From an optimization exercise on the open Yosys and OpenROAD flow, aimed at small area; shortcuts taken in it are not production practice.
Where RTL was checked, it was by simulation tests only, not by an equivalence proof against the original.

## dsp
module dsp(
           rst,
           clk,
           i_enable_tx,
           i_enable_rx,
           i_enable_ber,
           i_phase,
           o_error_count_r,
           o_error_count_i,
           o_bit_count_r,
           o_bit_count_i,
           o_tx,
           o_rx,
           o_led
           );
    input rst;
    input clk;
    input i_enable_tx;
    input i_enable_rx;
    input i_enable_ber;
    input [1:0] i_phase;
    output [63:0] o_error_count_r;
    output [63:0] o_error_count_i;
    output [63:0] o_bit_count_r;
    output [63:0] o_bit_count_i;
    output [15:0] o_tx;
    output [15:0] o_rx;
    output [3:0] o_led;
    wire prbs_out_r;
    wire [7:0] tx_out_r;
    wire [7:0] rx_out_r;
    wire rx_bit_out_r;
    wire prbs_out_i;
    wire [7:0] tx_out_i;
    wire [7:0] rx_out_i;
    wire rx_bit_out_i;
    wire [63:0] bit_count;
    reg [4:0] clk_counter;      
    reg [1:0] phase;
    reg ber_rst;
    reg enable_tx;
    reg enable_rx;
    reg [1:0] tx_cs;        
    reg tx_started;         
    reg [1:0] rx_cc;        
    wire valid = (clk_counter[1:0] == 2'd1);
    assign o_led[0] = enable_tx;
    assign o_led[1] = enable_rx;
  ...
==> module ber_sel, before the edit <==
module ber_sel(d, s, y);
    parameter N = 256;
    localparam SB = $clog2(N);
    input [N-1:0] d;
    input [SB-1:0] s;
    output y;
    wire [3:0] oh = {s[1:0] == 2'd3, s[1:0] == 2'd2, s[1:0] == 2'd1, s[1:0] == 2'd0};
    wire [N/4-1:0] l1;
    genvar i;
    generate
        for (i = 0; i < N / 4; i = i + 1) begin : g_l1
            ber_ao4 m (.d (d[4*i +: 4]), .oh (oh), .y (l1[i]));
        end
    endgenerate
    ber_tree #(.N (N / 4)) t (.d (l1), .s (s[SB-1:2]), .y (y));
endmodule
==> module ber_tree, before the edit <==
module ber_tree(d, s, y);
    parameter N = 64;
    localparam SB = $clog2(N);
    input [N-1:0] d;
    input [SB-1:0] s;
    output y;
    generate
        if (N == 4) begin : g_leaf4
            ber_mux4 m (.d (d), .s (s), .y (y));
        end
        else if (N == 2) begin : g_leaf2
            assign y = s[0] ? d[1] : d[0];
        end
        else begin : g_node
            wire [3:0] part;
            genvar i;
            for (i = 0; i < 4; i = i + 1) begin : g_part
                ber_tree #(.N (N / 4)) sub (.d (d[i*(N/4) +: N/4]), .s (s[SB-3:0]), .y (part[i]));
            end
            ber_mux4 m (.d (part), .s (s[SB-1:SB-2]), .y (y));
        end
    endgenerate
endmodule
==> module ber_ao4, before the edit <==
module ber_ao4(d, oh, y);
    input [3:0] d;
    input [3:0] oh;
    output y;
    assign y = |(d & oh);
endmodule
==> flow/config.mk <==
export PLATFORM = sky130hd
export DESIGN_NAME = dsp
export DESIGN_NICKNAME = dsp
export VERILOG_FILES = /design/flow/design.v
export SDC_FILE = /design/flow/constraint.sdc
export NUM_CORES = 4
export LEC_CHECK = 0
export CAP_MARGIN = 20
export CORE_MARGIN = 2
export CORE_UTILIZATION = 68
export SLEW_MARGIN = 20
export SYNTH_HIERARCHICAL = 1
==> flow/constraint.sdc <==
create_clock -name core_clock -period 8.0 [get_ports {clk}]
set_input_delay 1.6000 -clock core_clock [delete_from_list [all_inputs] [get_ports {clk}]]
set_output_delay 1.6000 -clock core_clock [all_outputs]
set_load 0.01 [all_outputs]
standard.sh (not shown) runs the stock make flow with config.mk's settings and CLKGATE_MAP_FILE= SYNTH_SCRIPT=/design/flow/synth_recipe.tcl, a recipe that flattens the netlist after the stock synthesis.
==> flow/flow/run.sh <==
#!/bin/bash
# Layout: the standard ORFS flow (standard.sh), with two changes to how
# the layout is built: the clock tree uses sink clusters of up to 18
# flip-flops and no dummy loads, and the port buffers are the smallest
# buffer cell.  Every tool's output stays in orfs/logs; make's own output
# goes to flow_make.log in this folder.
set -euo pipefail
export CTS_ARGS="-sink_clustering_enable -repair_clock_nets -sink_clustering_size 18 -sink_clustering_max_diameter 50 -buf_list {sky130_fd_sc_hd__clkbuf_8} -dont_use_dummy_load"
export BUFFER_PORTS_ARGS="-buffer_cell sky130_fd_sc_hd__buf_1"
bash standard.sh > flow_make.log 2>&1
The starting point went through all stages and came out clean.
==> next run, changes <==
--- a/flow/design.v
+++ b/flow/design.v
@@ -884,20 +884,4 @@
     input [SB-1:0] s;
     output y;
-    wire [3:0] oh = {s[1:0] == 2'd3, s[1:0] == 2'd2, s[1:0] == 2'd1, s[1:0] == 2'd0};
-    wire [N/4-1:0] l1;
-    genvar i;
-    generate
-        for (i = 0; i < N / 4; i = i + 1) begin : g_l1
-            ber_ao4 m (.d (d[4*i +: 4]), .oh (oh), .y (l1[i]));
-        end
-    endgenerate
-    ber_tree #(.N (N / 4)) t (.d (l1), .s (s[SB-1:2]), .y (y));
-endmodule
-module ber_tree(d, s, y);
-    parameter N = 64;
-    localparam SB = $clog2(N);
-    input [N-1:0] d;
-    input [SB-1:0] s;
-    output y;
     generate
         if (N == 4) begin : g_leaf4
@@ -911,5 +895,5 @@
             genvar i;
             for (i = 0; i < 4; i = i + 1) begin : g_part
-                ber_tree #(.N (N / 4)) sub (.d (d[i*(N/4) +: N/4]), .s (s[SB-3:0]), .y (part[i]));
+                ber_sel #(.N (N / 4)) sub (.d (d[i*(N/4) +: N/4]), .s (s[SB-3:0]), .y (part[i]));
             end
             ber_mux4 m (.d (part), .s (s[SB-1:SB-2]), .y (y));
@@ -917,10 +901,4 @@
     endgenerate
 endmodule
-module ber_ao4(d, oh, y);
-    input [3:0] d;
-    input [3:0] oh;
-    output y;
-    assign y = |(d & oh);
-endmodule
 module ber_mux4(d, s, y);
     input [3:0] d;
What happened: Worst hold slack got worse by 0.011 ns. Sequential share of layout area came out lower by 0.27 points. Fmax falls by 0.62%. Worst setup slack degrades by 0.048 ns. Wire length goes down by 6.1%.
Function not checked in the second run of this note: the RTL went through the layout flow alone.

[port drivers added, routing unchanged]
The results above use ideal ports. As a check the final layouts listed here were re-extracted and re-timed, cells and wires unchanged.
Step 1 (the two cells are an assumption about what drives the block):
set clk [get_ports {clk}]
set_driving_cell -lib_cell sky130_fd_sc_hd__clkbuf_16 $clk
set_driving_cell -lib_cell sky130_fd_sc_hd__buf_2 [delete_from_list [all_inputs] $clk]
Step 2 also shifts input and output timing later by t, the mid clock arrival at the registers, as if the neighbouring blocks saw the same clock.
Three values: no drivers, after step 1, after step 2; two values: the first two.
| run | shift t [ns] | setup slack, ns | latest minus earliest clock arrival (ns) | cell pins on the clock port's net |
|---|---|---|---|---|
| the first run | 0.957 | 0.323 / 0.323 / 0.323 | 0.159 / 0.159 | 1 |
| the second run | 0.957 | 0.276 / 0.276 / 0.276 | 0.160 / 0.160 | 1 |
After both steps setup and hold are still met in every run listed.
